From an optimization exercise on the open Yosys and OpenROAD flow, aimed at small area; shortcuts taken in it are not production practice. The RTL was checked by simulation tests, not by an equivalence proof against the original design. No driver is modelled on the clock port, so clock power and skew are understated where the tree is cut down; a real chip needs a root buffer or a tree. Power figures rest on the tool's default switching activity, not on a simulated workload.

**design/flow/design.v**
```verilog
module FPAdder(
  input             clk,
  input      [31:0] A_56,
  input      [31:0] B_56,
  output reg [31:0] sum_56
);
  wire        sA = A_56[31];
  wire        sB = B_56[31];
  wire  [7:0] eA = A_56[30:23];
  wire  [7:0] eB = B_56[30:23];
  wire [22:0] mA = A_56[22:0];
  wire [22:0] mB = B_56[22:0];
  wire  [8:0] dsum   = {1'b0, eA} + {1'b0, ~eB};
  wire        larger = dsum[8];
  wire  [7:0] amt    = dsum[7:0] ^ {8{~larger}};
  wire [22:0] ms1    = larger ? {1'b0, mB[22:1]} : mA;
  wire [22:0] sh     = (|amt[7:5]) ? 23'd0 : (ms1 >> amt[4:0]);
  wire [22:0] ml     = larger ? mA : mB;
  wire  [7:0] el     = larger ? eA : eB;
  wire        sL     = larger ? sA : sB;
  wire        op     = sA ^ sB;
  wire        eqe    = eA == eB;
  wire        byp    = (A_56 == 32'd0) | (B_56 == 32'd0);
  wire        sg     = byp ? (sA | sB) : (op ? sL : sA);
  wire        f      = ~byp & op & eqe;
  wire [22:0] mlx    = ml ^ {23{op}};
  reg  [22:0] r1_ml, r1_sh;
  reg   [7:0] r1_e;
  reg         r1_sg, r1_f, r1_op, r1_byp;
  always @(posedge clk) begin
    r1_ml  <= mlx;
    r1_sh  <= sh;
    r1_e   <= el;
    r1_sg  <= sg;
    r1_f   <= f;
    r1_op  <= op;
    r1_byp <= byp;
  end
  wire [22:0] p  = r1_ml ^ r1_sh;
  wire [22:0] g  = r1_ml & r1_sh;
  wire [22:0] G, P;              
  genvar i;
  generate
    for (i = 0; i < 23; i = i + 1) begin : pfx
      if (i == 0) begin : b0
        assign G[0] = g[0];
        assign P[0] = p[0];
      end else begin : bi
        assign G[i] = g[i] | (p[i] & G[i-1]);
        assign P[i] = p[i] & P[i-1];
      end
    end
  endgenerate
  wire        c   = G[22];
  wire        cin = r1_op & c;
  wire [22:0] cy  = {G[21:0] | (P[21:0] & {22{cin}}), cin};
  wire [22:0] z   = p ^ cy;
  wire        inv = r1_op & ~c;
  wire [23:0] t   = {~r1_op & c, z ^ {23{inv}}};
  wire        gt   = ~c & ~P[22];
  wire        lt   = c;
  wire        sign = r1_f ? (r1_sg ? gt : lt) : r1_sg;
  reg  [23:0] r2_t;
  reg   [7:0] r2_e;
  reg         r2_sign, r2_byp;
  always @(posedge clk) begin
    r2_t    <= t;
    r2_e    <= r1_e;
    r2_sign <= sign;
    r2_byp  <= r1_byp;
  end
  wire        keep = r2_byp | (~r2_t[23] & r2_t[22]);
  wire        dec  = ~keep & ~r2_t[23];
  wire        inc  = ~keep & r2_t[23];
  wire  [7:0] eo   = r2_e + {{7{dec}}, inc | dec};
  reg  [22:0] mo;
  always @(*) begin
    if (keep)
      mo = r2_t[22:0];
    else if (r2_t[23])
      mo = r2_t[23:1];
    else
      mo = {r2_t[21:0], 1'b0};
  end
  wire [31:0] res = {r2_sign, eo, mo};
  reg [31:0] r3, r4;
  always @(posedge clk) begin
    r3     <= res;
    r4     <= r3;
    sum_56 <= r4;
  end
endmodule
```
**design/flow/flow/run.sh**
```bash
#!/bin/bash
# Layout flow: the standard ORFS flow (standard.sh) with these changes:
#  - synthesis maps the logic with the ABC script flow/abc.script; the rest of
#    synthesis (register mapping, flattening, renaming) is the standard
#    synthesis script, unchanged;
#  - the port buffers are plain buf_1 cells;
#  - clock tree synthesis uses clkbuf_8 cells and no dummy loads, and its leaf
#    level is then rebuilt as six clkbuf_16 buffers, each driving an equal,
#    compact group of registers (flow/merge_cts.tcl); the root buffer drives
#    the six, so every register sees the same two buffers.
# Each tool's output goes to the ORFS logs under orfs/logs/; make's own output
# to flow_make*.log and the clock tree step's to clock_leaves.log, here.
set -euo pipefail
here=$(pwd)
results=$here/orfs/results/sky130hd/FPAdder/base
# ORFS's synth.tcl with only the ABC script replaced
sed 's|^source \$::env(SCRIPTS_DIR)/synth_preamble.tcl$|&\nset abc_args [lreplace $abc_args 1 1 '"$here"'/flow/abc.script]|' \
  "$FLOW_HOME/scripts/synth.tcl" > "$here/synth_area.tcl"
grep -q "flow/abc.script" "$here/synth_area.tcl"
# The standard flow's synthesis script, sourcing the copy above
sed 's|source \$::env(SCRIPTS_DIR)/synth.tcl|source '"$here"'/synth_area.tcl|' \
  synth_recipe.tcl > "$here/synth_recipe_area.tcl"
grep -q "synth_area.tcl" "$here/synth_recipe_area.tcl"
args=("SYNTH_SCRIPT=$here/synth_recipe_area.tcl"
  "BUFFER_PORTS_ARGS=-buffer_cell sky130_fd_sc_hd__buf_1"
  "CTS_ARGS=-sink_clustering_enable -repair_clock_nets -dont_use_dummy_load -buf_list sky130_fd_sc_hd__clkbuf_8")
bash standard.sh "${args[@]}" cts > flow_make_cts.log 2>&1
cat > "$here/clock_leaves.tcl" <<EOT
source $here/flow/merge_cts.tcl
read_db $results/4_cts.odb
merge_clock_leaves 2 3 sky130_fd_sc_hd__clkbuf_16 sky130_fd_sc_hd__clkbuf_8
detailed_placement
check_placement -verbose
write_db $results/4_cts.odb
EOT
openroad -no_init -exit "$here/clock_leaves.tcl" > clock_leaves.log 2>&1
bash standard.sh "${args[@]}" finish > flow_make.log 2>&1
```
**design/flow/flow/abc.script**
```
&get -n
&st
&dch
&nf -R 100
&st
&syn2
&if -g -K 6
&synch2
&nf -R 100
&st
&syn2
&if -g -K 6
&synch2
&nf -R 100
&st
&syn2
&if -g -K 6
&synch2
&nf -R 100
&st
&syn2
&if -g -K 6
&synch2
&nf -R 100
&st
&syn2
&if -g -K 6
&synch2
&nf -R 100
&put
buffer -c
topo
stime -c
upsize -c
dnsize -c
```
**design/flow/flow/merge_cts.tcl**
```tcl
# Replace the clock tree's leaf level: the registers are split into nx * ny
# groups of equal size by position (nx parts in x, each in ny parts in y), and
# each group is driven by one leaf buffer (leafmaster) at its centre; the root
# buffer drives these. Leaf buffers left without registers are removed.
proc inst_center {inst} {
  set b [$inst getBBox]
  return [list [expr {([$b xMin] + [$b xMax]) / 2}] [expr {([$b yMin] + [$b yMax]) / 2}]]
}
proc merge_clock_leaves {nx ny leafmaster rootmaster} {
  set db [ord::get_db]
  set block [ord::get_db_block]
  set big [$db findMaster $leafmaster]
  set root ""
  foreach inst [$block getInsts] {
    if {[string match "clkbuf_0_*" [$inst getName]]} { set root $inst }
  }
  if {$root == ""} { error "no root clock buffer" }
  $root swapMaster [$db findMaster $rootmaster]
  set rootnet [[$root findITerm X] getNet]
  set leaves {}
  set sinks {}
  foreach it [$rootnet getITerms] {
    set inst [$it getInst]
    if {$inst == $root} continue
    if {![string match "*clkbuf*" [[$inst getMaster] getName]]} { error "root drives [$inst getName]" }
    lappend leaves $inst
    foreach st [[[$inst findITerm X] getNet] getITerms] {
      if {[$st getInst] == $inst} continue
      if {[$st getIoType] != "INPUT"} continue
      set c [inst_center [$st getInst]]
      lappend sinks [list [lindex $c 0] [lindex $c 1] $st]
    }
  }
  set ng [expr {$nx * $ny}]
  if {[llength $leaves] < $ng} { error "only [llength $leaves] leaf buffers" }
  # nx * ny groups of equal size: split by x into nx parts, each by y into ny
  set sx [lsort -integer -index 0 $sinks]
  set n [llength $sx]
  set groups {}
  for {set i 0} {$i < $nx} {incr i} {
    set part [lrange $sx [expr {$i * $n / $nx}] [expr {($i + 1) * $n / $nx - 1}]]
    set sy [lsort -integer -index 1 $part]
    set m [llength $sy]
    for {set j 0} {$j < $ny} {incr j} {
      lappend groups [lrange $sy [expr {$j * $m / $ny}] [expr {($j + 1) * $m / $ny - 1}]]
    }
  }
  set keep [lrange $leaves 0 [expr {$ng - 1}]]
  foreach l $keep g $groups {
    set knet [[$l findITerm X] getNet]
    set ax 0; set ay 0
    foreach s $g {
      set it [lindex $s 2]
      $it disconnect
      $it connect $knet
      incr ax [lindex $s 0]; incr ay [lindex $s 1]
    }
    set n [llength $g]
    $l swapMaster $big
    $l setLocation [expr {$ax / $n}] [expr {$ay / $n}]
    $l setPlacementStatus PLACED
    puts "clock leaf [$l getName]: $n registers"
  }
  foreach l [lrange $leaves $ng end] {
    set net [[$l findITerm X] getNet]
    foreach it [$net getITerms] {
      if {[$it getInst] != $l} { error "leaf [$l getName] still drives [[$it getInst] getName]" }
    }
    [$l findITerm A] disconnect
    [$l findITerm X] disconnect
    odb::dbInst_destroy $l
    odb::dbNet_destroy $net
  }
}
```
**design/flow/standard.sh**
```bash
#!/bin/bash
# synth_recipe.tcl (not shown) runs the flow's synth.tcl, then flattens the netlist and writes it again
# the make line also repeats each setting of config.mk as NAME=value (left out here)
make -C /OpenROAD-flow-scripts/flow DESIGN_CONFIG=/design/flow/config.mk WORK_HOME=/design/flow/orfs CLKGATE_MAP_FILE= SYNTH_SCRIPT=/design/flow/synth_recipe.tcl "${@:-finish}"
```
**design/flow/config.mk**
```make
export PLATFORM = sky130hd
export DESIGN_NAME = FPAdder
export DESIGN_NICKNAME = FPAdder
export VERILOG_FILES = /design/flow/design.v
export SDC_FILE = /design/flow/constraint.sdc
export NUM_CORES = 4
export LEC_CHECK = 0
export CAP_MARGIN = 20
export CORE_MARGIN = 2
export CORE_UTILIZATION = 40
export GPL_TIMING_DRIVEN = 0
export PLACE_DENSITY = 0.8
export SLEW_MARGIN = 20
```
**design/flow/constraint.sdc**
```tcl
create_clock -name core_clock -period 4.0 [get_ports {clk}]
set_input_delay 0.8000 -clock core_clock [delete_from_list [all_inputs] [get_ports {clk}]]
set_output_delay 0.8000 -clock core_clock [all_outputs]
set_load 0.01 [all_outputs]
```
==> results of run 1 <==
## layout make-up
type                    count  area, µm²
plain buffers              33        178
clock buffers               7        164
fillers                  1977      11100
flip-flops and latches    188       3760
well taps                 270        338
repair buffers             98        377
inverters                  30        113
multi-input cells         611       4220
## layer usage
metal	global-route usage	part of all wire
met5	0	0
met4	0.0678	0.030
met3	0.0269	0.052
met2	0.275	0.44
met1	0.231	0.48
## registers in the layout, summed over array words and instances, names as in the netlist
register / count
r2_sign: 1
sum_56: 32
r1_sg: 1
r1_f: 1
r1_sh: 23
r1_op: 1
r2_t: 24
r2_e: 8
r1_ml: 23
r1_byp: 1
r1_e: 8
r2_byp: 1
r4: 32
r3: 32
## kinds of logic (layout without fill, tap and decap cells)
| logic type | after synthesis | after routing | share of synthesized area |
|---|---|---|---|
| AOI/OAI and AO/OA | 171 | 171 | 0.134 |
| and+or+nand+nor | 256 | 256 | 0.145 |
| DFF | 188 | 188 | 0.457 |
| adders and majority gates | 41 | 41 | 0.0641 |
| xor gates and xnor gates | 75 | 75 | 0.0807 |
| buffers and inverters | 63 | 168 | 0.0334 |
| muxes | 68 | 68 | 0.0860 |
## cells in the mapped netlist (6+ instances only)
cell type and n:
nor4_1 18, or3_1 17, ha_1 39, nand3_1 9, xor2_1 19, and3_1 6
a211oi_1 8, nand2_1 48, o21ai_0 37, dfxtp_1 188, o21bai_1 6, nand4_1 8
nor2_1 122, inv_1 29, mux2i_1 64, o31ai_1 15, a21oi_1 54, buf_2 10
xnor2_1 55, nor3_1 7, a21o_1 12, clkbuf_1 15
## stage by stage
stage / cells / power [mW] / cell area [µm²] / utilization / hold WS (ps)
6_report: 1237 / 5.26 / 9150 / 0.452 / 332
3_3_place_gp: 1228 / 4.43 / 8930 / 0.441 / 310
4_1_cts: 1245 / 5.37 / 9160 / 0.453 / 297
2_1_floorplan: 862 / 3.99 / 8230 / - / 310
5_1_grt: 1237 / 5.64 / 9150 / 0.452 / 341
3_5_place_dp: 1228 / 4.48 / 8930 / 0.441 / 312
## path summary, 6_finish.rpt
| kind | from | to | slack (ps) | depth (start not counted) |
|---|---|---|---|---|
| min reg2reg | r1_e[2]$_DFF_P_ | r2_e[2]$_DFF_P_ | 330 | 0 |
| min | r1_e[2]$_DFF_P_ | r2_e[2]$_DFF_P_ | 330 | 0 |
| max | B_56[23] | r1_sh[5]$_SDFF_PP0_ | 250 | 17 |
| max reg2reg | r1_ml[1]$_DFF_P_ | r2_t[21]$_DFF_P_ | 680 | 16 |
## worst reg2reg max path, stage by stage (launching register included)
cell and delay [ps]:
dfxtp_1 330, ha_1 350, a21o_1 190, a21oi_2 200, nor2b_2 80, o41ai_2 350
o21ai_2 130, nor3_2 120, nor2_1 120, nand3_2 110, nand2_1 120, nor3_2 170
o21ai_1 160, a21oi_4 280, buf_6 210, mux2i_1 230, xnor2_1 130
## repair_timing
item,4_1_cts,5_1_grt
setup buffers,0,2
setup endpoints to repair,0,19
resized for setup,0,14
endpoints found under the hold margin,0,0
## where the power goes
group / internal [mW] / switching, mW
Combinational: 0.693 / 1.01
Clock: 0.295 / 0.485
Sequential: 2.56 / 0.214
==> flow_summary.yaml, run 1 <==
placed_design:
  dp_slack_ps: -478
  place_congestion: 0.937
  port_buffers: 96
  dpl.hpwl_um: 14900
power_and_ir_drop:
  power.leakage_nw: 3.78
  ir_drop_mv: 0.249
  p_per_area_nw_per_um2: 574
floorplanning:
  die_area_um2: 21700
  core_area_um2: 20200
  die_h_um: 147
  die_w_um: 147
  fp-row-count: 52
  start_util: 0.407
  pin_count: 97
logic_synthesis:
  synth_largest_area_cell: "dfxtp_1"
  avgSynthCellArea_um2: 9.55
  yosysTopAreaCellShare: 0.457
  synth.area.top_cells: "dfxtp_1, mux2i_1, ha_1, xnor2_1, nor2_1"
  yosys_most_used_dff: "dfxtp_1"
  synth_edf_count: 0
  yosysSeqAreaShare: 0.457
  yosysUniqueCellTypes: 63
  yosys_warnings: 1
  synthCells: 862
  syn_area_um2: 8230
  synthArstFlopShare: 0
  syn_nets: 968
  synth-seq-cells: 188
critical_path:
  cpMaxStageDelayCell: "xnor2_1"
  worst_path_largest_cell_delay_ps: 760
  arrival_ps: 4100
  cp.required_ps: 4350
  path_cells: "buf_1 -> inv_1 -> ha_1 -> inv_1 -> fa_1 -> nor2b_2 -> nor2_1 -> o21ai_0 -> and2_1 -> nor3_1 -> nor2_1 -> or2_1 -> clkbuf_4 -> xnor2_1 -> nor2_1 -> a22oi_1 -> a32o_1"
  start_kind: "input port"
  cp_common_cell: "nor2_1"
  crit_type: "in -> reg"
  end_kind: "register"
  worst-path-buf-inv: 4
  crit_family: "simple AND/OR/NAND/NOR gates"
  cp_max_fo: 10
outcome:
  outcome: "finished clean"
sta:
  layout_worst_path_cycle_share: 0.937
  setup_violations: 0
  hold_viol: 0
  setup_slack_ps: 253
  period_minus_slack_ps: 3750
  slew_headroom: 0.382
  finClkSkew_ps: 8.94
  fmax_mhz: 267
  fin_tns_setup_ps: 0
  maxSlewViolCount: 0
  worst_pin_slew_ps: 921
detailed_routing:
  ant_nets: 0
  wl_per_cell_um: 14.8
  routed_wl_um: 18300
  dr_total_vias: 6232
  drtIter0Drc: 427
  route.detailed.drc: 0
  firstDrtPassIters: 5
  avgViaCountPerCell: 5.04
cells_and_area:
  synthToLayoutAreaGrowth_pct: 11.2
  mostFrequentLayoutCell: "dfxtp_1"
  diodes: 0
  nets: 1075
  layout_common_cells: "dfxtp_1, nor2_1, buf_1"
  drive_above_1_share: 0.0507
flow_run:
  drv_cap: 0
min_path:
  hold_path_class: "reg -> reg"
global_route:
  antenna_found_initial: 0
  grt_pass1_vias: 5892
  grt_first_pass_wirelength_um: 29700
  grt_overflow: 0
  grtUsageTotal: 0.171
  grt_start_max_net_pins: 33
clocking:
  clk_pin_slew_ps: 110
  insertion_delay_ps: 410
  ctsHoldBuffers: 0
  cts_sinks: 188
==> run 2, diff against run 1 <==
==> design/flow/design.v (replaced) <==
module FPAdder_add(
  input  [22:0] ml,
  input  [22:0] sh,
  input         op,
  input         f,
  input         sg,
  output [23:0] t,
  output        sign
);
  wire [22:0] p  = ml ^ sh;
  wire [22:0] g  = ml & sh;
  wire [22:0] G, P;              
  wire bg0 = g[1] | (p[1] & g[0]);
  wire bp0 = p[1] & p[0];
  wire bg1 = g[3] | (p[3] & g[2]);
  wire bp1 = p[3] & p[2];
  wire bg2 = g[5] | (p[5] & g[4]);
  wire bp2 = p[5] & p[4];
  wire bg3 = g[7] | (p[7] & g[6]);
  wire bp3 = p[7] & p[6];
  wire bg4 = g[9] | (p[9] & g[8]);
  wire bp4 = p[9] & p[8];
  wire bg5 = g[11] | (p[11] & g[10]);
  wire bp5 = p[11] & p[10];
  wire bg6 = g[13] | (p[13] & g[12]);
  wire bp6 = p[13] & p[12];
  wire bg7 = g[15] | (p[15] & g[14]);
  wire bp7 = p[15] & p[14];
  wire bg8 = g[17] | (p[17] & g[16]);
  wire bp8 = p[17] & p[16];
  wire bg9 = g[19] | (p[19] & g[18]);
  wire bp9 = p[19] & p[18];
  wire bg10 = g[21] | (p[21] & g[20]);
  wire bp10 = p[21] & p[20];
  wire bg11 = bg1 | (bp1 & bg0);
  wire bp11 = bp1 & bp0;
  wire bg12 = bg3 | (bp3 & bg2);
  wire bp12 = bp3 & bp2;
  wire bg13 = bg5 | (bp5 & bg4);
  wire bp13 = bp5 & bp4;
  wire bg14 = bg7 | (bp7 & bg6);
  wire bp14 = bp7 & bp6;
  wire bg15 = bg9 | (bp9 & bg8);
  wire bp15 = bp9 & bp8;
  wire bg16 = bg12 | (bp12 & bg11);
  wire bp16 = bp12 & bp11;
  wire bg17 = bg14 | (bp14 & bg13);
  wire bp17 = bp14 & bp13;
  wire bg18 = bg17 | (bp17 & bg16);
  wire bp18 = bp17 & bp16;
  wire bg19 = bg13 | (bp13 & bg16);
  wire bp19 = bp13 & bp16;
  wire bg20 = bg15 | (bp15 & bg18);
  wire bp20 = bp15 & bp18;
  wire bg21 = bg2 | (bp2 & bg11);
  wire bp21 = bp2 & bp11;
  wire bg22 = bg4 | (bp4 & bg16);
  wire bp22 = bp4 & bp16;
  wire bg23 = bg6 | (bp6 & bg19);
  wire bp23 = bp6 & bp19;
  wire bg24 = bg8 | (bp8 & bg18);
  wire bp24 = bp8 & bp18;
  wire bg25 = bg10 | (bp10 & bg20);
  wire bp25 = bp10 & bp20;
  wire bg26 = g[2] | (p[2] & bg0);
  wire bp26 = p[2] & bp0;
  wire bg27 = g[4] | (p[4] & bg11);
  wire bp27 = p[4] & bp11;
  wire bg28 = g[6] | (p[6] & bg21);
  wire bp28 = p[6] & bp21;
  wire bg29 = g[8] | (p[8] & bg16);
  wire bp29 = p[8] & bp16;
  wire bg30 = g[10] | (p[10] & bg22);
  wire bp30 = p[10] & bp22;
  wire bg31 = g[12] | (p[12] & bg19);
  wire bp31 = p[12] & bp19;
  wire bg32 = g[14] | (p[14] & bg23);
  wire bp32 = p[14] & bp23;
  wire bg33 = g[16] | (p[16] & bg18);
  wire bp33 = p[16] & bp18;
  wire bg34 = g[18] | (p[18] & bg24);
  wire bp34 = p[18] & bp24;
  wire bg35 = g[20] | (p[20] & bg20);
  wire bp35 = p[20] & bp20;
  wire bg36 = g[22] | (p[22] & bg25);
  wire bp36 = p[22] & bp25;
  assign G[0] = g[0];
  assign P[0] = p[0];
  assign G[1] = bg0;
  assign P[1] = bp0;
  assign G[2] = bg26;
  assign P[2] = bp26;
  assign G[3] = bg11;
  assign P[3] = bp11;
  assign G[4] = bg27;
  assign P[4] = bp27;
  assign G[5] = bg21;
  assign P[5] = bp21;
  assign G[6] = bg28;
  assign P[6] = bp28;
  assign G[7] = bg16;
  assign P[7] = bp16;
  assign G[8] = bg29;
  assign P[8] = bp29;
  assign G[9] = bg22;
  assign P[9] = bp22;
  assign G[10] = bg30;
  assign P[10] = bp30;
  assign G[11] = bg19;
  assign P[11] = bp19;
  assign G[12] = bg31;
  assign P[12] = bp31;
  assign G[13] = bg23;
  assign P[13] = bp23;
  assign G[14] = bg32;
  assign P[14] = bp32;
  assign G[15] = bg18;
  assign P[15] = bp18;
  assign G[16] = bg33;
  assign P[16] = bp33;
  assign G[17] = bg24;
  assign P[17] = bp24;
  assign G[18] = bg34;
  assign P[18] = bp34;
  assign G[19] = bg20;
  assign P[19] = bp20;
  assign G[20] = bg35;
  assign P[20] = bp35;
  assign G[21] = bg25;
  assign P[21] = bp25;
  assign G[22] = bg36;
  assign P[22] = bp36;
  wire        c   = G[22];
  wire        cin = op & c;
  wire [22:0] cy  = {G[21:0] | (P[21:0] & {22{cin}}), cin};
  wire [22:0] z   = p ^ cy;
  wire        inv = op & ~c;
  assign t = {~op & c, z ^ {23{inv}}};
  wire        gt  = ~c & ~P[22];
  wire        lt  = c;
  assign sign = f ? (sg ? gt : lt) : sg;
endmodule
module FPAdder_norm(
  input  [23:0] t,
  input   [7:0] e,
  input         sign,
  input         byp,
  output [31:0] res
);
  wire        keep = byp | (~t[23] & t[22]);
  wire        dec  = ~keep & ~t[23];
  wire        inc  = ~keep & t[23];
  wire  [7:0] eo   = e + {{7{dec}}, inc | dec};
  reg  [22:0] mo;
  always @(*) begin
    if (keep)
      mo = t[22:0];
    else if (t[23])
      mo = t[23:1];
    else
      mo = {t[21:0], 1'b0};
  end
  assign res = {sign, eo, mo};
endmodule
module FPAdder(
  input             clk,
  input      [31:0] A_56,
  input      [31:0] B_56,
  output reg [31:0] sum_56
);
  wire        sA = A_56[31];
  wire        sB = B_56[31];
  wire  [7:0] eA = A_56[30:23];
  wire  [7:0] eB = B_56[30:23];
  wire [22:0] mA = A_56[22:0];
  wire [22:0] mB = B_56[22:0];
  wire  [8:0] dsum   = {1'b0, eA} + {1'b0, ~eB};
  wire        larger = dsum[8];
  wire  [7:0] amt    = dsum[7:0] ^ {8{~larger}};
  wire [22:0] ms1    = larger ? {1'b0, mB[22:1]} : mA;
  wire [22:0] sh     = (|amt[7:5]) ? 23'd0 : (ms1 >> amt[4:0]);
  wire [22:0] ml     = larger ? mA : mB;
  wire  [7:0] el     = larger ? eA : eB;
  wire        sL     = larger ? sA : sB;
  wire        op     = sA ^ sB;
  wire        eqe    = eA == eB;
  wire        byp    = (A_56 == 32'd0) | (B_56 == 32'd0);
  wire        sg     = byp ? (sA | sB) : (op ? sL : sA);
  wire        f      = ~byp & op & eqe;
  wire [22:0] mlx    = ml ^ {23{op}};
  reg  [22:0] r1_ml, r1_sh;
  reg   [7:0] r1_e;
  reg         r1_sg, r1_f, r1_op, r1_byp;
  always @(posedge clk) begin
    r1_ml  <= mlx;
    r1_sh  <= sh;
    r1_e   <= el;
    r1_sg  <= sg;
    r1_f   <= f;
    r1_op  <= op;
    r1_byp <= byp;
  end
  wire [23:0] t;
  wire        sign;
  FPAdder_add u_add (.ml(r1_ml), .sh(r1_sh), .op(r1_op), .f(r1_f), .sg(r1_sg),
                     .t(t), .sign(sign));
  reg  [23:0] r2_t;
  reg   [7:0] r2_e;
  reg         r2_sign, r2_byp;
  always @(posedge clk) begin
    r2_t    <= t;
    r2_e    <= r1_e;
    r2_sign <= sign;
    r2_byp  <= r1_byp;
  end
  wire [31:0] res;
  FPAdder_norm u_norm (.t(r2_t), .e(r2_e), .sign(r2_sign), .byp(r2_byp), .res(res));
  reg [31:0] r3, r4;
  always @(posedge clk) begin
    r3     <= res;
    r4     <= r3;
    sum_56 <= r4;
  end
endmodule
--- a/design/flow/flow/run.sh
+++ b/design/flow/flow/run.sh
@@ -1,8 +1,9 @@
 #!/bin/bash
 # Layout flow: the standard ORFS flow (standard.sh) with these changes:
-#  - synthesis maps the logic with the ABC script flow/abc.script; the rest of
-#    synthesis (register mapping, flattening, renaming) is the standard
-#    synthesis script, unchanged;
+#  - synthesis keeps the design's modules (SYNTH_HIERARCHICAL 1; all registers
+#    are in the top module) and maps each module's logic with its own ABC
+#    script (flow/abc_modules.tcl); the rest of synthesis (register mapping,
+#    flattening, renaming) is the standard synthesis script, unchanged;
 #  - the port buffers are plain buf_1 cells;
 #  - clock tree synthesis uses clkbuf_8 cells and no dummy loads, and its leaf
 #    level is then rebuilt as six clkbuf_16 buffers, each driving an equal,
@@ -13,10 +14,10 @@
 set -euo pipefail
 here=$(pwd)
 results=$here/orfs/results/sky130hd/FPAdder/base
-# ORFS's synth.tcl with only the ABC script replaced
-sed 's|^source \$::env(SCRIPTS_DIR)/synth_preamble.tcl$|&\nset abc_args [lreplace $abc_args 1 1 '"$here"'/flow/abc.script]|' \
+# ORFS's synth.tcl with its abc call replaced by flow/abc_modules.tcl
+sed 's|^  log_cmd abc {\*}\$abc_args$|  source '"$here"'/flow/abc_modules.tcl|' \
   "$FLOW_HOME/scripts/synth.tcl" > "$here/synth_area.tcl"
-grep -q "flow/abc.script" "$here/synth_area.tcl"
+grep -q "flow/abc_modules.tcl" "$here/synth_area.tcl"
 # The standard flow's synthesis script, sourcing the copy above
 sed 's|source \$::env(SCRIPTS_DIR)/synth.tcl|source '"$here"'/synth_area.tcl|' \
   synth_recipe.tcl > "$here/synth_recipe_area.tcl"
==> design/flow/flow/abc_add.script (new file) <==
strash
&get -n
&st
&dch
&nf -R 1000
&put
==> design/flow/flow/abc_modules.tcl (new file) <==
# Sourced by the synthesis script in place of its single abc call: each module
# of the design is mapped with its own ABC script from this folder.
#   FPAdder      (stage 1 logic, timing-critical)  abc.script
#   FPAdder_add  (stage 2 adder)                   abc_add.script
#   FPAdder_norm (stage 3 normalisation)           abc_norm.script
set abc_dir [file dirname [file normalize [info script]]]
set abc_rest [lrange $abc_args 2 end]
foreach {mod scr} {FPAdder abc.script FPAdder_add abc_add.script FPAdder_norm abc_norm.script} {
  log_cmd abc -script $abc_dir/$scr {*}$abc_rest $mod
}
==> design/flow/flow/abc_norm.script (new file) <==
strash
&get -n
&st
&dch
&nf -R 1000
&put
--- a/design/flow/config.mk
+++ b/design/flow/config.mk
@@ -11,3 +11,4 @@
 export GPL_TIMING_DRIVEN = 0
 export PLACE_DENSITY = 0.8
 export SLEW_MARGIN = 20
+export SYNTH_HIERARCHICAL = 1
==> run 2 against run 1 <==
Register-to-register slack got worse by 120 ps; non-clock buffer count is 9 lower; largest power group unchanged; sequential power about the same.
==> flow_summary.yaml, run 2 <==
outcome:
  outcome: "finished clean"
critical_path:
  crit_type: "in -> reg"
  cp-startpoint: "B_56[23]"
  start_kind: "input port"
  r2r_start: "r1_sh[1]$_SDFF_PP0_"
  cp_max_fo: 10
  arrival_ps: 4150
  cp.required_ps: 4290
  end_kind: "register"
power_and_ir_drop:
  ir_drop_mv: 0.234
  p_per_area_nw_per_um2: 617
  power.leakage_nw: 3.54
logic_synthesis:
  synthCells: 825
  yosysUniqueCellTypes: 62
  synthArstFlopShare: 0
  synth.area.top_cells: "dfxtp_1, xnor2_1, ha_1, mux2i_1, nand2_1"
  synth_common_cells: "dfxtp_1, nand2_1, nor2_1"
  yosysSeqAreaShare: 0.475
  synth-seq-cells: 188
  synth_edf_count: 0
  syn_area_um2: 7930
  yosysTopAreaCellShare: 0.475
  synth_most_common_cell: "dfxtp_1"
  avgSynthCellArea_um2: 9.61
  yosys_most_used_dff: "dfxtp_1"
  synth_largest_area_cell: "dfxtp_1"
  syn_nets: 925
  yosys_warnings: 8
floorplanning:
  start_util: 0.407
  die_w_um: 145
  die_h_um: 145
  fp-row-count: 51
  pin_count: 97
  die_area_um2: 21000
  core_area_um2: 19500
clocking:
  cts_sinks: 188
  ctsHoldBuffers: 0
  insertion_delay_ps: 420
  clk_pin_slew_ps: 110
min_path:
  worstHoldStart: "r3[25]$_DFF_P_"
  hold_path_class: "reg -> reg"
cells_and_area:
  layout_common_cells: "dfxtp_1, buf_1, nand2_1"
  mostFrequentLayoutCell: "dfxtp_1"
  fin_area_um2: 8860
  nets: 1033
  final_util: 0.455
  drive_above_1_share: 0.0451
  fillers: 1852
  diodes: 0
  top_regs: "r3 (32), r4 (32), sum_56 (32)"
  finalNonFillerCells: 1196
  synthToLayoutAreaGrowth_pct: 11.8
placed_design:
  port_buffers: 96
  placedCellCount: 1187
  dpl.hpwl_um: 14700
  place_congestion: 0.954
  dp_slack_ps: -413
  placed_area_um2: 8640
global_route:
  antenna_found_initial: 0
  grt_first_pass_wirelength_um: 30100
  grtUsageTotal: 0.183
  grt_start_max_net_pins: 35
  grt_pass1_vias: 5791
  grt_overflow: 0
flow_run:
  drv_cap: 0
detailed_routing:
  wl_per_cell_um: 15.6
  avgViaCountPerCell: 5.25
  routed_wl_um: 18600
  route.detailed.drc: 0
  ant_nets: 0
  dr_total_vias: 6280
  drtIter0Drc: 382
  firstDrtPassIters: 5
sta:
  layout_worst_path_cycle_share: 0.964
  finClkSkew_ps: 11.7
  setup_violations: 0
  fmax_mhz: 259
  hold_viol: 0
  period_minus_slack_ps: 3860
  worst_pin_slew_ps: 876
  maxSlewViolCount: 0
  setup_slack_ps: 142
  grt_setup_unrepaired: "false"
  slew_headroom: 0.412
## run 2: changes by cell type after synthesis, moves of 6 or more
| cell | before | now |
|---|---|---|
| nand2_1 | 48 | 93 |
| nor2_1 | 122 | 86 |
| mux2i_1 | 64 | 35 |
| a22oi_1 | 4 | 26 |
| inv_1 | 29 | 13 |
| xnor2_1 | 55 | 68 |
| o31ai_1 | 15 | 3 |
| or3_1 | 17 | 6 |
| o21ai_0 | 37 | 29 |
| a21o_1 | 12 | 5 |
| nor3_1 | 7 | 13 |
## run 2: per-stage QoR
| stage | hold WS (ps) | total power [mW] | TNS, ps |
|---|---|---|---|
| 5_1_grt | 340 | 5.86 | 0 |
| 3_3_place_gp | 310 | 4.65 | -3800 |
| 4_1_cts | 306 | 5.57 | 0 |
| 6_report | 335 | 5.47 | 0 |
| 3_5_place_dp | 312 | 4.69 | -3720 |
| 2_1_floorplan | 310 | 4.15 | 0 |
## run 2: what timing repair did
item	4_1_cts	5_1_grt
setup endpoints to repair	0	12
endpoints found under the hold margin	0	0
buffers inserted	0	2
gates resized for setup	0	9
## run 2: worst paths after layout
check,end,slack (ps),depth (start not counted)
worst max-delay path,r1_sh[3]$_SDFF_PP0_,140,18
worst max register to register,r2_t[3]$_DFF_P_,560,12
worst min-delay path,r4[25]$_DFF_P_,330,0
worst min register to register,r4[25]$_DFF_P_,330,0
## run 2: final cells by class
| class | count | area (µm²) | share of cell area |
|---|---|---|---|
| flip-flops and latches | 188 | 3760 | 0.425 |
| well taps | 265 | 332 | 0.0374 |
| clock buffers | 7 | 164 | 0.0185 |
| plain buffers | 23 | 111 | 0.0126 |
| multi-input cells | 595 | 4030 | 0.455 |
| inverters | 19 | 71.3 | 0.00805 |
| repair buffers | 99 | 390 | 0.0441 |
## run 2: cell families (layout without fill, tap and decap cells)
family                     after synthesis  after routing  share of synthesized area
muxes                                   41             41                     0.0598
and+or+nand+nor                        254            254                      0.142
AOI/OAI and AO/OA                      173            173                      0.141
adders and majority gates               35             35                     0.0562
buffers and inverters                   42            148                     0.0226
DFF                                    188            188                      0.475
xor gates and xnor gates                92             92                      0.104
## run 2: power by group
part / internal (mW) / leakage (nW) / total [mW] / switching [mW]
clock: 0.295 / 0.0811 / 0.788 / 0.493
sequential: 2.58 / 1.58 / 2.80 / 0.220
combinational: 0.748 / 1.88 / 1.87 / 1.13
total: 3.63 / 3.54 / 5.47 / 1.84
## run 2: per-module statistics from Yosys, one instance, submodules excluded
module	cells	flip-flops and latches
FPAdder_add	155	0
FPAdder	566	188
FPAdder_norm	104	0
## run 2: routing by layer
layer | wire (µm) | part of all wire | vias up | GRT usage
met2 | 8090 | 0.43 | 303 | 0.291
met5 | 0 | 0 | - | 0
met1 | 8450 | 0.45 | 2834 | 0.245
li1 | - | - | 3101 | -
met3 | 1450 | 0.078 | 42 | 0.0372
met4 | 652 | 0.035 | 0 | 0.0680
## run 2: worst max-delay path, stage by stage
cell,delay (ps)
buf_1,180
inv_1,90
ha_1,210
fa_1,420
a21o_1,210
a21oi_2,220
nor2_1,110
or2_1,250
buf_6,170
buf_2,210
nor2_1,120
nor3_1,50
a21oi_1,410
mux2i_1,270
nand2_1,150
nand2_1,60
nand2_1,130
o32ai_2,90
==> run 3, diff against run 2 <==
==> design/flow/flow/abc_add.script (replaced) <==
strash
&get -n
&st
&dch
&nf -R 1000
&put
topo
buffer -c
topo
upsize -c
dnsize -c
==> run 3 against run 2 <==
Sequential power barely moved; die area rose by 0.98%; routed wire length shrank 2.4%; synthesized cell count rose by 0.48%; critical endpoint is now r1_sh[0]$_SDFF_PP0_; flip-flop and latch count is the same; critical path depth decreased by 2; cell area is 0.34% higher; clock skew fell by 2.0 ps; first-iteration DRC count grew 12%; synthesized area increased by 1.0%; count of clock-buffer cells in the layout is the same; largest cell class unchanged; final cell count about the same; still clean on timing, DRC and antenna.
==> flow_summary.yaml, run 3 <==
outcome:
  outcome: "finished clean"
sta:
  period_minus_slack_ps: 3830
  worst_pin_slew_ps: 960
  setup_violations: 0
  layout_worst_path_cycle_share: 0.958
  slew_headroom: 0.355
  hold_viol: 0
  fmax_mhz: 261
  finClkSkew_ps: 9.74
  maxSlewViolCount: 0
  fin_tns_setup_ps: 0
  grt_setup_unrepaired: "true"
detailed_routing:
  drtIter0Drc: 429
  ant_nets: 0
  dr_total_vias: 6244
  routed_wl_um: 18200
  avgViaCountPerCell: 5.22
  firstDrtPassIters: 5
  route.detailed.drc: 0
  wl_per_cell_um: 15.2
floorplanning:
  core_area_um2: 19500
  fp-row-count: 51
  die_area_um2: 21200
  pin_count: 97
  die_w_um: 145
  die_h_um: 145
  start_util: 0.410
logic_synthesis:
  syn_nets: 929
  yosysTopAreaCellShare: 0.470
  synth_largest_area_cell: "dfxtp_1"
  yosys_most_used_dff: "dfxtp_1"
  synthArstFlopShare: 0
  synth-seq-cells: 188
  yosys_warnings: 8
  synthCells: 829
  yosysUniqueCellTypes: 67
  avgSynthCellArea_um2: 9.66
  syn_area_um2: 8010
  synth_edf_count: 0
  synth.area.top_cells: "dfxtp_1, xnor2_1, ha_1, mux2i_1, nand2_1"
  yosysSeqAreaShare: 0.470
  synth_most_common_cell: "dfxtp_1"
  synth_common_cells: "dfxtp_1, nand2_1, nor2_1"
global_route:
  met3_usage: 0.0260
  busiest_layer: "met2"
  grt_use_met2: 0.270
  antenna_found_initial: 0
  grtUsageTotal: 0.170
  grt_first_pass_wirelength_um: 29400
  use_met1: 0.238
  grt_pass1_vias: 5825
  grt_start_max_net_pins: 35
  grt_overflow: 0
cells_and_area:
  regArea_um2: 3760
  top_regs: "r3 (32), r4 (32), sum_56 (32)"
  synthToLayoutAreaGrowth_pct: 11.0
  fillers: 1875
  multi_input_area_um2: 4040
  layout_common_cells: "dfxtp_1, buf_1, nand2_1"
  diodes: 0
  nets: 1034
  final_util: 0.455
  mostFrequentLayoutCell: "dfxtp_1"
  drive_above_1_share: 0.0547
placed_design:
  place_congestion: 0.967
  dpl.hpwl_um: 14700
  port_buffers: 96
critical_path:
  end_kind: "register"
  cp-startpoint: "B_56[23]"
  cp.required_ps: 4300
  start_kind: "input port"
  reg2reg_slack_ps: 1090
  timing.rr.end: "r3[30]$_DFF_P_"
  ff2ff_path_depth: 7
  r2r_start: "r2_t[23]$_DFF_P_"
  crit_type: "in -> reg"
  cp_max_fo: 10
  arrival_ps: 4130
min_path:
  hold_path_class: "reg -> reg"
  worstHoldStart: "r3[25]$_DFF_P_"
  hold_depth: 0
  worstHoldEndpoint: "r4[25]$_DFF_P_"
power_and_ir_drop:
  finalPower_mw: 5.46
  ir_drop_mv: 0.258
  p_per_area_nw_per_um2: 614
  power.leakage_nw: 3.58
flow_run:
  drv_cap: 0
clocking:
  cts_setup_buffers: 0
  insertion_delay_ps: 410
  cts_sinks: 188
  clk_pin_slew_ps: 110
## run 3: per-module statistics from Yosys (local to each module, per instance)
module	times used	cells	area (µm²)
FPAdder	1	566	6220
FPAdder_add	1	159	1190
FPAdder_norm	1	104	597
## run 3: power by group
part,internal [mW],total (mW),switching (mW),leakage [nW]
clock,0.295,0.778,0.483,0.0811
combinational,0.750,1.87,1.12,1.92
sequential,2.58,2.81,0.223,1.58
total,3.63,5.46,1.83,3.58
## run 3: metrics by stage
stage               setup WS, ps  instance area, µm²  hold slack [ps]  std cells
floorplan                    527                8010              310        829
global placement            -347                8700              310       1190
detailed placement          -342                8710              312       1190
CTS                          135                8940              303       1207
global route               -11.4                8890              339       1197
finish                       168                8890              331       1197
## run 3: critical path: stages
cell      delay, ps
buf_1           100
inv_1            90
ha_1            210
fa_1            410
a21o_1          210
a21oi_2         210
nor2_1          110
nor2_4          290
buf_2           320
nor2_1          100
o31ai_2         400
nor2_1          100
a211oi_1        220
a21o_1          150
inv_1            50
a222oi_1        330
## run 3: logic make-up after synthesis
family          Yosys count  share of synthesized area
flops                   188                      0.470
xor+xnor                 92                      0.102
mux                      41                     0.0592
simple gates            254                      0.141
fa+ha+maj                35                     0.0556
compound gates          173                      0.143
buf+inv                  46                     0.0284
## run 3: layout make-up
type                       count  area share
multi-input combinational    595       0.455
sequential                   188       0.423
timing repair buffer          96      0.0405
tap                          265      0.0373
clock buffer                   7      0.0184
buffer                        27      0.0177
inverter                      19     0.00802
## run 3: layer usage
layer,routed length [µm],part of all wire
met1,8600,0.47
met3,1190,0.066
met4,430,0.024
met5,0,0
met2,7970,0.44
## run 3: worst max-delay path by stage
stage,slack (ps),depth (start not counted),end
final,170,16,r1_sh[0]$_SDFF_PP0_
after floorplan,530,14,r1_sh[3]$_SDFF_PP0_
after global routing,-10,16,r1_sh[0]$_SDFF_PP0_
after CTS,130,16,r1_sh[0]$_SDFF_PP0_
after global placement,-350,14,r1_sh[10]$_SDFF_PP0_
after detailed placement,-340,14,r1_sh[10]$_SDFF_PP0_
## run 3: repair_timing
action                                  4_1_cts  5_1_grt
endpoints found under the setup margin        0        6
gates resized for setup                       0        5
hold buffers                                  0        0
==> run 4, diff against run 3 <==
==> design/flow/flow/abc.script (replaced) <==
strash
&get -n
&st
&dch
&nf -R 1000
&put
==> design/flow/flow/abc_add.script (replaced) <==
strash
&get -n
&st
&dch
&nf -R 1000
&put
==> run 4 against run 3 <==
Still clean; global-route usage shrank 0.15 points; non-clock buffer count shrank 13; utilization grew 1.4 points; die area shrank 3.8%; final cell count shrank 6.0%; clock power grew 1%; routed wire length shrank 7.8%.
==> flow_summary.yaml, run 4 <==
outcome:
  outcome: "finished clean"
critical_path:
  cp.required_ps: 4320
  reg2reg_slack_ps: 310
  crit_family: "buffers and inverters"
  path_cells: "buf_1 -> clkinv_8 -> ha_4 -> fa_2 -> nand3_2 -> nand2_2 -> a21oi_4 -> buf_16 -> xnor2_2 -> buf_6 -> buf_6 -> mux2i_1 -> mux2i_1 -> o21ai_0 -> nand2_1 -> a21oi_1"
  cpMaxStageDelayCell: "fa_2"
  arrival_ps: 4080
  worst-path-buf-inv: 5
  timing.rr.end: "r2_t[20]$_DFF_P_"
  crit_type: "in -> reg"
  ff2ff_path_depth: 12
  worst_path_largest_cell_delay_ps: 350
  end_kind: "register"
  cp_max_fo: 12
  r2r_start: "r1_sh[2]$_SDFF_PP0_"
  start_kind: "input port"
power_and_ir_drop:
  power.leakage_nw: 3.66
  ir_drop_mv: 0.264
  p_per_area_nw_per_um2: 628
detailed_routing:
  routed_wl_um: 16800
  wl_met3_um: 805
  route.detailed.drc: 0
  met1Wirelength_um: 7650
  avgViaCountPerCell: 5.07
  firstDrtPassIters: 5
  dr.max_layer_used: "met4"
  dr_total_vias: 5702
  wl_per_cell_um: 14.9
  drtIter0Drc: 335
  ant_nets: 0
  dr_wl_met2_um: 7900
clocking:
  clk_pin_slew_ps: 110
  cts_sinks: 188
  ctsResizeCount: 0
  ctsHoldBuffers: 0
  insertion_delay_ps: 410
cells_and_area:
  diodes: 0
  final_util: 0.470
  fillers: 1820
  fin_area_um2: 8810
  synthToLayoutAreaGrowth_pct: 14.6
  layout_common_cells: "dfxtp_1, nand2_1, buf_1"
  nets: 993
  mostFrequentLayoutCell: "dfxtp_1"
  top_regs: "r3 (32), r4 (32), sum_56 (32)"
  drive_above_1_share: 0.0415
floorplanning:
  core_area_um2: 18800
  start_util: 0.410
  die_area_um2: 20400
  die_h_um: 143
  fp-row-count: 50
  die_w_um: 143
  pin_count: 97
global_route:
  grt_pass1_vias: 5382
  antenna_found_initial: 0
  grt_first_pass_wirelength_um: 27200
  grtUsageTotal: 0.169
  grt_overflow: 0
  grt_start_max_net_pins: 35
logic_synthesis:
  syn_area_um2: 7690
  avgSynthCellArea_um2: 9.93
  yosysTopAreaCellShare: 0.489
  synth_most_common_cell: "dfxtp_1"
  synth_xor_area_frac: 0.109
  synth.area.top_cells: "dfxtp_1, mux2i_1, xnor2_1, ha_1, nand2_1"
  synthMuxAreaShare: 0.103
  synth_fa_ha_area_frac: 0.0579
  synthArstFlopShare: 0
  yosys_most_used_dff: "dfxtp_1"
  synth-simple-area-share: 0.120
  yosysUniqueCellTypes: 39
  syn_nets: 875
  synth-seq-cells: 188
  synth_largest_area_cell: "dfxtp_1"
  yosys_warnings: 8
  synthCells: 775
  synth_top_family_by_area: "simple AND/OR/NAND/NOR gates"
  synth_common_cells: "dfxtp_1, nand2_1, mux2i_1"
  synth-compound-area-share: 0.112
  yosysSeqAreaShare: 0.489
  synth_edf_count: 0
sta:
  worst_pin_slew_ps: 817
  period_minus_slack_ps: 3760
  maxSlewViolCount: 0
  hold_viol: 0
  finClkSkew_ps: 10.1
  layout_worst_path_cycle_share: 0.940
  grt_setup_unrepaired: "false"
  fmax_mhz: 266
  setup_violations: 0
  slew_headroom: 0.453
placed_design:
  port_buffers: 96
  place_congestion: 0.936
  dpl.hpwl_um: 13300
  placed_area_um2: 8630
min_path:
  hold_path_class: "reg -> reg"
  worstHoldStart: "r4[27]$_DFF_P_"
  worstHoldEndpoint: "sum_56[27]$_DFF_P_"
  hold_depth: 0
flow_run:
  drv_cap: 0
[run 4: changes by cell type in the layout (fill, tap and decap cells not counted), moves of 6 or more]
cell,delta
mux2i_1,+44
nor2_1,-38
a21oi_1,+20
inv_1,-17
clkinv_1,+13
nand2_1,+13
clkbuf_1,-12
nor3_1,-9
nand3_1,+7
a211oi_1,-6
a21oi_2,-6
[run 4: Yosys stat by module, one instance, submodules excluded]
module	flip-flops and latches	cell area (µm²)	cells inside
FPAdder_add	0	1110	155
FPAdder	188	5990	516
FPAdder_norm	0	597	104
[run 4: area by class of cell]
type	count	area [µm²]	share of cell area
Clock buffer	7	164	0.0186
Sequential cell	188	3760	0.427
Multi-Input combinational cell	570	3950	0.449
Tap cell	234	293	0.0332
Buffer	1	7.51	0.000852
Timing Repair Buffer	109	561	0.0636
Inverter	16	72.6	0.00823
[run 4: worst register-to-register path, stage by stage, from the launching register on]
cell and delay (ps):
dfxtp_1 320, ha_1 330, nand2_1 120, o21ai_0 350, a21oi_1 210, o21ai_0 420, a21oi_1 150, o21ai_0 260
a21oi_1 170, nor2b_1 600, a21boi_0 290, xor2_1 220, xnor2_1 140
[run 4: kinds of logic (layout without fill, tap and decap cells)]
logic type / after synthesis / count (layout)
AO/OA/AOI/OAI: 147 / 147
AND/OR/NAND/NOR: 213 / 213
XOR/XNOR: 96 / 96
buffers and inverters: 17 / 133
flip-flops: 188 / 188
multiplexers: 79 / 79
adder cells (fa/ha/maj): 35 / 35
[run 4: metrics by stage]
step	power [mW]	hold WS, ps	TNS [ps]	std cells	setup WS (ps)
2_1_floorplan	4.19	310	-30920	775	-1640
3_3_place_gp	4.68	311	-80190	1105	-3280
3_5_place_dp	4.78	312	-2270	1115	-247
4_1_cts	5.66	313	0	1132	204
5_1_grt	5.92	342	0	1125	27.0
6_report	5.54	335	0	1125	242
[run 4: worst max path at each step]
stage / endpoint / from / depth (start not counted)
6_report: r1_sh[10]$_SDFF_PP0_ / B_56[23] / 16
5_1_grt: r1_sh[10]$_SDFF_PP0_ / B_56[28] / 15
4_1_cts: r1_sh[1]$_SDFF_PP0_ / B_56[23] / 17
3_5_place_dp: r1_sh[1]$_SDFF_PP0_ / B_56[23] / 17
3_3_place_gp: r1_sh[7]$_SDFF_PP0_ / B_56[23] / 16
2_1_floorplan: r1_sh[7]$_SDFF_PP0_ / B_56[23] / 15
[run 4: per-layer routing]
layer / global-route usage / up-vias
met4: 0.0693 / 0
li1: - / 2952
met3: 0.0198 / 24
met1: 0.226 / 2546
met2: 0.279 / 180
met5: 0 / -
[run 4: repair_timing]
item                                    in CTS  in global routing
endpoints found under the setup margin       0                  5
setup buffers                                0                  3
hold endpoints to repair                     0                  0
[run 4: power breakdown]
group	switching (mW)	total (mW)	internal (mW)	leakage (nW)
Combinational	1.14	1.94	0.799	2.00
Clock	0.491	0.786	0.296	0.0811
Sequential	0.225	2.81	2.59	1.58
Total	1.86	5.54	3.68	3.66
==> run 5, diff against run 4 <==
==> design/flow/flow/abc.script (replaced) <==
strash
&get -n
&st
&dch
&nf -R 1000
&put
topo
buffer -c
topo
upsize -c
dnsize -c
==> run 5 against run 4 <==
Sequential share of layout area rose by 0.27 points; count of clock-buffer cells in the layout did not move; sequential power barely moved; global-route usage rose by 1.1 points; synthesized cell count rose by 2.8%; final cell count rose by 3.6%; utilization fell by 1.8 points; power fell by 0.34%; first-iteration DRC count rose by 27%; critical path depth fell by 1; cell area fell by 0.62%; largest cell class unchanged; largest power group unchanged.
==> flow_summary.yaml, run 5 <==
critical_path:
  ff2ff_path_depth: 12
  crit_type: "in -> reg"
  cp_max_fo: 10
  end_kind: "register"
  start_kind: "input port"
  arrival_ps: 4040
  cp_common_cell: "mux2i_1"
  timing.rr.end: "r2_t[20]$_DFF_P_"
  cp.required_ps: 4310
  path_cells: "buf_1 -> inv_1 -> ha_1 -> fa_1 -> nand3_1 -> nand2_1 -> a21oi_4 -> buf_2 -> mux2i_1 -> mux2i_1 -> mux2i_1 -> mux2i_1 -> o211ai_1 -> o21ai_0 -> and2_1"
  r2r_start: "r1_ml[1]$_DFF_P_"
  cpMaxStageDelayCell: "fa_1"
  worst_path_largest_cell_delay_ps: 410
  cp-startpoint: "B_56[23]"
  critPathCapture: "r1_sh[1]$_SDFF_PP0_"
  reg2reg_slack_ps: 430
logic_synthesis:
  synthCells: 797
  yosysTopAreaCellShare: 0.478
  syn_area_um2: 7880
  yosys_warnings: 8
  synth_common_cells: "dfxtp_1, nand2_1, mux2i_1"
  synth_largest_area_cell: "dfxtp_1"
  synthArstFlopShare: 0
  synth-seq-cells: 188
  synth_most_common_cell: "dfxtp_1"
  avgSynthCellArea_um2: 9.89
  yosys_most_used_dff: "dfxtp_1"
  syn_nets: 897
  yosysUniqueCellTypes: 53
  yosysSeqAreaShare: 0.478
  synth_edf_count: 0
  synth.area.top_cells: "dfxtp_1, mux2i_1, xnor2_1, ha_1, nand2_1"
global_route:
  grtUsageTotal: 0.180
  grt_first_pass_wirelength_um: 28400
  grt_start_max_net_pins: 35
  antenna_found_initial: 0
  grt_overflow: 0
  grt_pass1_vias: 5497
detailed_routing:
  avgViaCountPerCell: 4.94
  firstDrtPassIters: 4
  routed_wl_um: 18300
  ant_nets: 0
  drtIter0Drc: 424
  route.detailed.drc: 0
  dr_total_vias: 5762
  wl_per_cell_um: 15.7
sta:
  grt_setup_unrepaired: "false"
  fin_tns_setup_ps: 0
  finClkSkew_ps: 7.32
  hold_slack_ps: 332
  setup_violations: 0
  fmax_mhz: 268
  setup_slack_ps: 270
  maxSlewViolCount: 0
  layout_worst_path_cycle_share: 0.933
  hold_viol: 0
  worst_pin_slew_ps: 902
  period_minus_slack_ps: 3730
  slew_headroom: 0.397
floorplanning:
  core_area_um2: 19400
  fp-row-count: 51
  die_w_um: 144
  pin_count: 97
  start_util: 0.406
  die_h_um: 144
  die_area_um2: 20800
placed_design:
  placedCellCount: 1159
  dp_slack_ps: -153
  port_buffers: 96
  dpl.hpwl_um: 14900
  place_congestion: 0.936
power_and_ir_drop:
  p_per_area_nw_per_um2: 630
  finalPower_mw: 5.52
  ir_drop_mv: 0.266
  power.leakage_nw: 3.65
clocking:
  ctsResizeCount: 0
  clk_pin_slew_ps: 110
  cts_sinks: 188
  cts_setup_buffers: 0
  ctsHoldBuffers: 0
  insertion_delay_ps: 400
cells_and_area:
  top_regs: "r3 (32), r4 (32), sum_56 (32)"
  layout_common_cells: "dfxtp_1, nand2_1, buf_1"
  regArea_um2: 3760
  nets: 1003
  fillers: 1866
  drive_above_1_share: 0.0433
  multi_input_area_um2: 3950
  mostFrequentLayoutCell: "dfxtp_1"
  finalNonFillerCells: 1166
  diodes: 0
  synthToLayoutAreaGrowth_pct: 11.2
outcome:
  outcome: "finished clean"
flow_run:
  drv_cap: 0
min_path:
  hold_path_class: "reg -> reg"
run 5: cell count changes after synthesis, moves of 2 or more:
cell	change
o21ai_1	+2
inv_1	+10
a21oi_2	+7
a21oi_1	-8
buf_2	+9
nand2_4	+2
o21ai_0	-2
clkinv_1	-10
buf_6	+2
nand2_1	-3
clkbuf_1	+9
run 5: worst max-delay path: cells and delay by family:
| kind | cells | cell delay (ps) |
|---|---|---|
| mux | 4 | 920 |
| compound gates | 3 | 690 |
| fa+ha+maj | 2 | 630 |
| buf+inv | 3 | 560 |
| simple gates | 3 | 430 |
run 5: kinds of logic after synthesis:
| family | after synthesis | share of synthesized area |
|---|---|---|
| buffers and inverters | 39 | 0.0229 |
| AOI/OAI and AO/OA | 147 | 0.115 |
| DFF | 188 | 0.478 |
| muxes | 79 | 0.100 |
| and+or+nand+nor | 213 | 0.120 |
| adders and majority gates | 35 | 0.0565 |
| xor gates and xnor gates | 96 | 0.108 |
run 5: through the flow:
stage	util	area [µm²]
after floorplan	-	7880
after global placement	0.442	8570
after detailed placement	0.443	8590
after CTS	0.455	8830
after global routing	0.452	8760
final	0.452	8760
run 5: worst min path at each step:
| stage | to | slack [ps] | start | cells after the start |
|---|---|---|---|---|
| after floorplan | r2_byp$_DFF_P_ | 310 | r1_byp$_DFF_P_ | 0 |
| after global placement | sum_56[30]$_DFF_P_ | 310 | r4[30]$_DFF_P_ | 0 |
| after detailed placement | r2_e[1]$_DFF_P_ | 310 | r1_e[1]$_DFF_P_ | 0 |
| after CTS | r4[24]$_DFF_P_ | 310 | r3[24]$_DFF_P_ | 0 |
| after global routing | r2_e[4]$_DFF_P_ | 340 | r1_e[4]$_DFF_P_ | 0 |
| final | r4[24]$_DFF_P_ | 330 | r3[24]$_DFF_P_ | 0 |
run 5: per-module statistics from Yosys, one instance, submodules excluded:
module,cells inside,copies in the design
FPAdder,538,1
FPAdder_add,155,1
FPAdder_norm,104,1
run 5: final cells by class:
class	instances	area share
multi-input combinational	570	0.450
sequential	188	0.430
timing repair buffer	97	0.0429
tap	265	0.0379
clock buffer	7	0.0187
buffer	23	0.0137
inverter	16	0.00686
run 5: per-layer routing:
metal	track usage	wire length [µm]
met4	0.0695	465
met1	0.213	7880
met3	0.0225	567
met5	0	0
met2	0.330	9400
run 5: where the power goes:
part           internal [mW]  switching, mW
registers               2.59          0.224
clock network          0.295          0.478
logic                  0.758           1.18
total                   3.64           1.88
==> run 6, diff against run 5 <==
--- a/design/flow/design.v
+++ b/design/flow/design.v
@@ -150,7 +150,17 @@
   wire        keep = byp | (~t[23] & t[22]);
   wire        dec  = ~keep & ~t[23];
   wire        inc  = ~keep & t[23];
-  wire  [7:0] eo   = e + {{7{dec}}, inc | dec};
+  wire  [8:0] ci, bi;
+  assign ci[0] = inc;
+  assign bi[0] = dec;
+  genvar k;
+  generate
+    for (k = 0; k < 8; k = k + 1) begin : eadj
+      assign ci[k+1] = ci[k] &  e[k];
+      assign bi[k+1] = bi[k] & ~e[k];
+    end
+  endgenerate
+  wire  [7:0] eo   = e ^ ci[7:0] ^ bi[7:0];
   reg  [22:0] mo;
   always @(*) begin
     if (keep)
==> run 6 against run 5 <==
First-iteration DRC count decreased by 16%; hold slack lost 4.2 ps; flip-flop and latch count is the same; routed wire length down 9.0%; utilization barely moved; critical path depth decreased by 3; critical endpoint is now r2_t[20]$_DFF_P_.
==> flow_summary.yaml, run 6 <==
global_route:
  antenna_found_initial: 0
  grt_overflow: 0
  grt_pass1_vias: 5197
  grtUsageTotal: 0.164
  grt_start_max_net_pins: 33
  grt_first_pass_wirelength_um: 26500
logic_synthesis:
  synth-seq-cells: 188
  syn_area_um2: 7850
  yosysTopAreaCellShare: 0.480
  avgSynthCellArea_um2: 10.1
  synth_largest_area_cell: "dfxtp_1"
  synthArstFlopShare: 0
  synth.area.top_cells: "dfxtp_1, mux2i_1, xnor2_1, ha_1, nand2_1"
  yosysSeqAreaShare: 0.480
  yosys_warnings: 8
  synth_edf_count: 0
  yosysUniqueCellTypes: 52
  synth_common_cells: "dfxtp_1, mux2i_1, nand2_1"
  synthCells: 775
  synth_most_common_cell: "dfxtp_1"
  yosys_most_used_dff: "dfxtp_1"
  syn_nets: 880
detailed_routing:
  dr_wl_met2_um: 7470
  dr.max_layer_used: "met4"
  wl_per_cell_um: 14.6
  avgViaCountPerCell: 4.88
  wl_met3_um: 859
  firstDrtPassIters: 5
  route.detailed.drc: 0
  drtIter0Drc: 357
  dr_total_vias: 5579
  met1Wirelength_um: 7780
  ant_nets: 0
  routed_wl_um: 16700
cells_and_area:
  synthToLayoutAreaGrowth_pct: 11.2
  nets: 986
  fillers: 1846
  drive_above_1_share: 0.0444
  top_regs: "r3 (32), r4 (32), sum_56 (32)"
  finalNonFillerCells: 1144
  final_util: 0.451
  layout_common_cells: "dfxtp_1, buf_1, nand2_1, mux2i_1, xnor2_1"
  regArea_um2: 3760
  multi_input_area_um2: 3920
  fin_area_um2: 8720
  diodes: 0
  mostFrequentLayoutCell: "dfxtp_1"
clocking:
  ctsResizeCount: 0
  clk_pin_slew_ps: 110
  ctsHoldBuffers: 0
  insertion_delay_ps: 410
  cts_sinks: 188
  cts_setup_buffers: 0
critical_path:
  cp-startpoint: "r1_ml[2]$_DFF_P_"
  r2r_start: "r1_ml[2]$_DFF_P_"
  end_kind: "register"
  path_cells: "ha_1 -> nand2_1 -> o21ai_0 -> a21oi_1 -> o21ai_0 -> a21oi_1 -> o21ai_0 -> a21oi_1 -> nor2b_1 -> a21boi_0 -> xor2_1 -> xnor2_1"
  worst-path-buf-inv: 0
  cp_max_fo: 9
  worst_path_largest_cell_delay_ps: 610
  start_kind: "register"
  cp.required_ps: 4290
  crit_type: "reg -> reg"
  cpMaxStageDelayCell: "nor2b_1"
  crit_family: "compound AO/OA/AOI/OAI gates"
  arrival_ps: 3960
floorplanning:
  die_h_um: 144
  die_w_um: 144
  die_area_um2: 20800
  pin_count: 97
  start_util: 0.406
  fp-row-count: 51
  core_area_um2: 19300
sta:
  fin_tns_setup_ps: 0
  hold_viol: 0
  fmax_mhz: 273
  setup_violations: 0
  maxSlewViolCount: 0
  hold_slack_ps: 328
  grt_setup_unrepaired: "false"
  finClkSkew_ps: 10.5
  slew_headroom: 0.432
  worst_pin_slew_ps: 847
  layout_worst_path_cycle_share: 0.915
  period_minus_slack_ps: 3660
power_and_ir_drop:
  seqPwrFrac: 0.517
  power.leakage_nw: 3.66
  intPower_mw: 3.51
  p_per_area_nw_per_um2: 602
  power_frac_comb: 0.333
  swShare: 0.332
  ir_drop_mv: 0.257
  p_switching_mw: 1.74
  clockPowerShare: 0.150
placed_design:
  port_buffers: 96
  place_congestion: 0.905
  dpl.hpwl_um: 13600
  placedCellCount: 1137
  placed_area_um2: 8560
min_path:
  worstHoldStart: "r4[23]$_DFF_P_"
  hold_path_class: "reg -> reg"
flow_run:
  drv_cap: 0
outcome:
  outcome: "finished clean"
## run 6: cell types whose count changed in the layout (fill, tap and decap cells not counted), moves of 4 or more
cell     previous run  this run
a21oi_1            63        59
o21ai_0            28        20
xnor2_1            68        62
nand2_1           104        85
a21oi_2             7         3
mux2i_1            79        85
ha_1               34        39
## run 6: cell families (layout without fill, tap and decap cells)
family                   count (synthesis)  after routing  synth area share
AND/OR/NAND/NOR                        200            200             0.120
AO/OA/AOI/OAI                          132            132             0.102
buffers and inverters                   39            143            0.0218
adder cells (fa/ha/maj)                 40             40            0.0647
flip-flops                             188            188             0.480
multiplexers                            85             85             0.108
XOR/XNOR                                91             91             0.103
## run 6: power by group through the flow
stage	clock network, mW	registers (mW)	logic [mW]
6_report	0.787	2.72	1.75
3_5_place_dp	0	2.77	1.74
3_3_place_gp	0	2.75	1.72
5_1_grt	0.872	2.77	1.95
4_1_cts	0.919	2.72	1.74
2_1_floorplan	0	2.79	1.22
## run 6: layout make-up
class,count,share of cell area
Clock buffer,7,0.0188
Tap cell,265,0.0380
Buffer,23,0.0128
Inverter,16,0.00688
Timing Repair Buffer,97,0.0430
Sequential cell,188,0.431
Multi-Input combinational cell,548,0.449
## run 6: metal layers
metal,track usage,vias to the layer above
li1,-,2916
met1,0.212,2474
met2,0.269,164
met3,0.0219,25
met4,0.0795,0
met5,0,-
## run 6: path summary, 6_finish.rpt
path	to	slack [ps]	depth (start not counted)
worst max register to register	r2_t[20]$_DFF_P_	340	12
worst min-delay path	sum_56[23]$_DFF_P_	330	0
worst min register to register	sum_56[23]$_DFF_P_	330	0
worst max-delay path	r2_t[20]$_DFF_P_	340	12
## run 6: stage by stage
step | total power [mW] | worst slack (ps)
after CTS | 5.39 | 349
after global placement | 4.48 | -54.3
after detailed placement | 4.50 | 77.9
final | 5.25 | 338
after floorplan | 4.02 | 616
after global routing | 5.59 | 116
## run 6: Yosys stat by module, one instance, submodules excluded
module | cells inside | area [µm²]
FPAdder_add | 155 | 1110
FPAdder | 525 | 6170
FPAdder_norm | 95 | 571

-- separate check: timing with driven ports --
In the flow no input, the clock included, has a driving cell. The finished layouts below were timed again as built, in two steps. Step 1 sets driving cells, clkbuf_16 on the clock port and buf_2 on the other inputs (assumed; they add their load-dependent delay and slew). Step 2 adds t to the input delays and takes it off the output delays; t is the mean of the earliest and latest rising clock arrival at the registers after step 1. Input paths then give back, and output paths get back, about the clock's delay inside the block. Three values: ideal, step 1, step 2; two values: the first two.
run	t, ns	slack for setup (ns)	hold WS [ns]	latest minus earliest clock arrival (ns)
run 1	0.441	0.253 / 0.263 / -0.178	0.332 / 0.332 / 0.332	0.009 / 0.010
run 2	0.447	0.142 / 0.155 / -0.292	0.335 / 0.335 / 0.335	0.014 / 0.015
run 3	0.428	0.168 / 0.169 / -0.259	0.331 / 0.331 / 0.331	0.015 / 0.015
run 4	0.432	0.242 / 0.252 / -0.180	0.335 / 0.335 / 0.335	0.012 / 0.013
run 5	0.436	0.270 / 0.277 / -0.160	0.332 / 0.332 / 0.332	0.010 / 0.009
run 6	0.448	0.338 / 0.338 / -0.001	0.328 / 0.328 / 0.328	0.013 / 0.013
With both steps, setup timing fails in every run listed, where it was met with ideal ports. The setup slack of run 2, which loses most, moves by +0.013 ns with the drivers and by -0.434 ns with both steps.
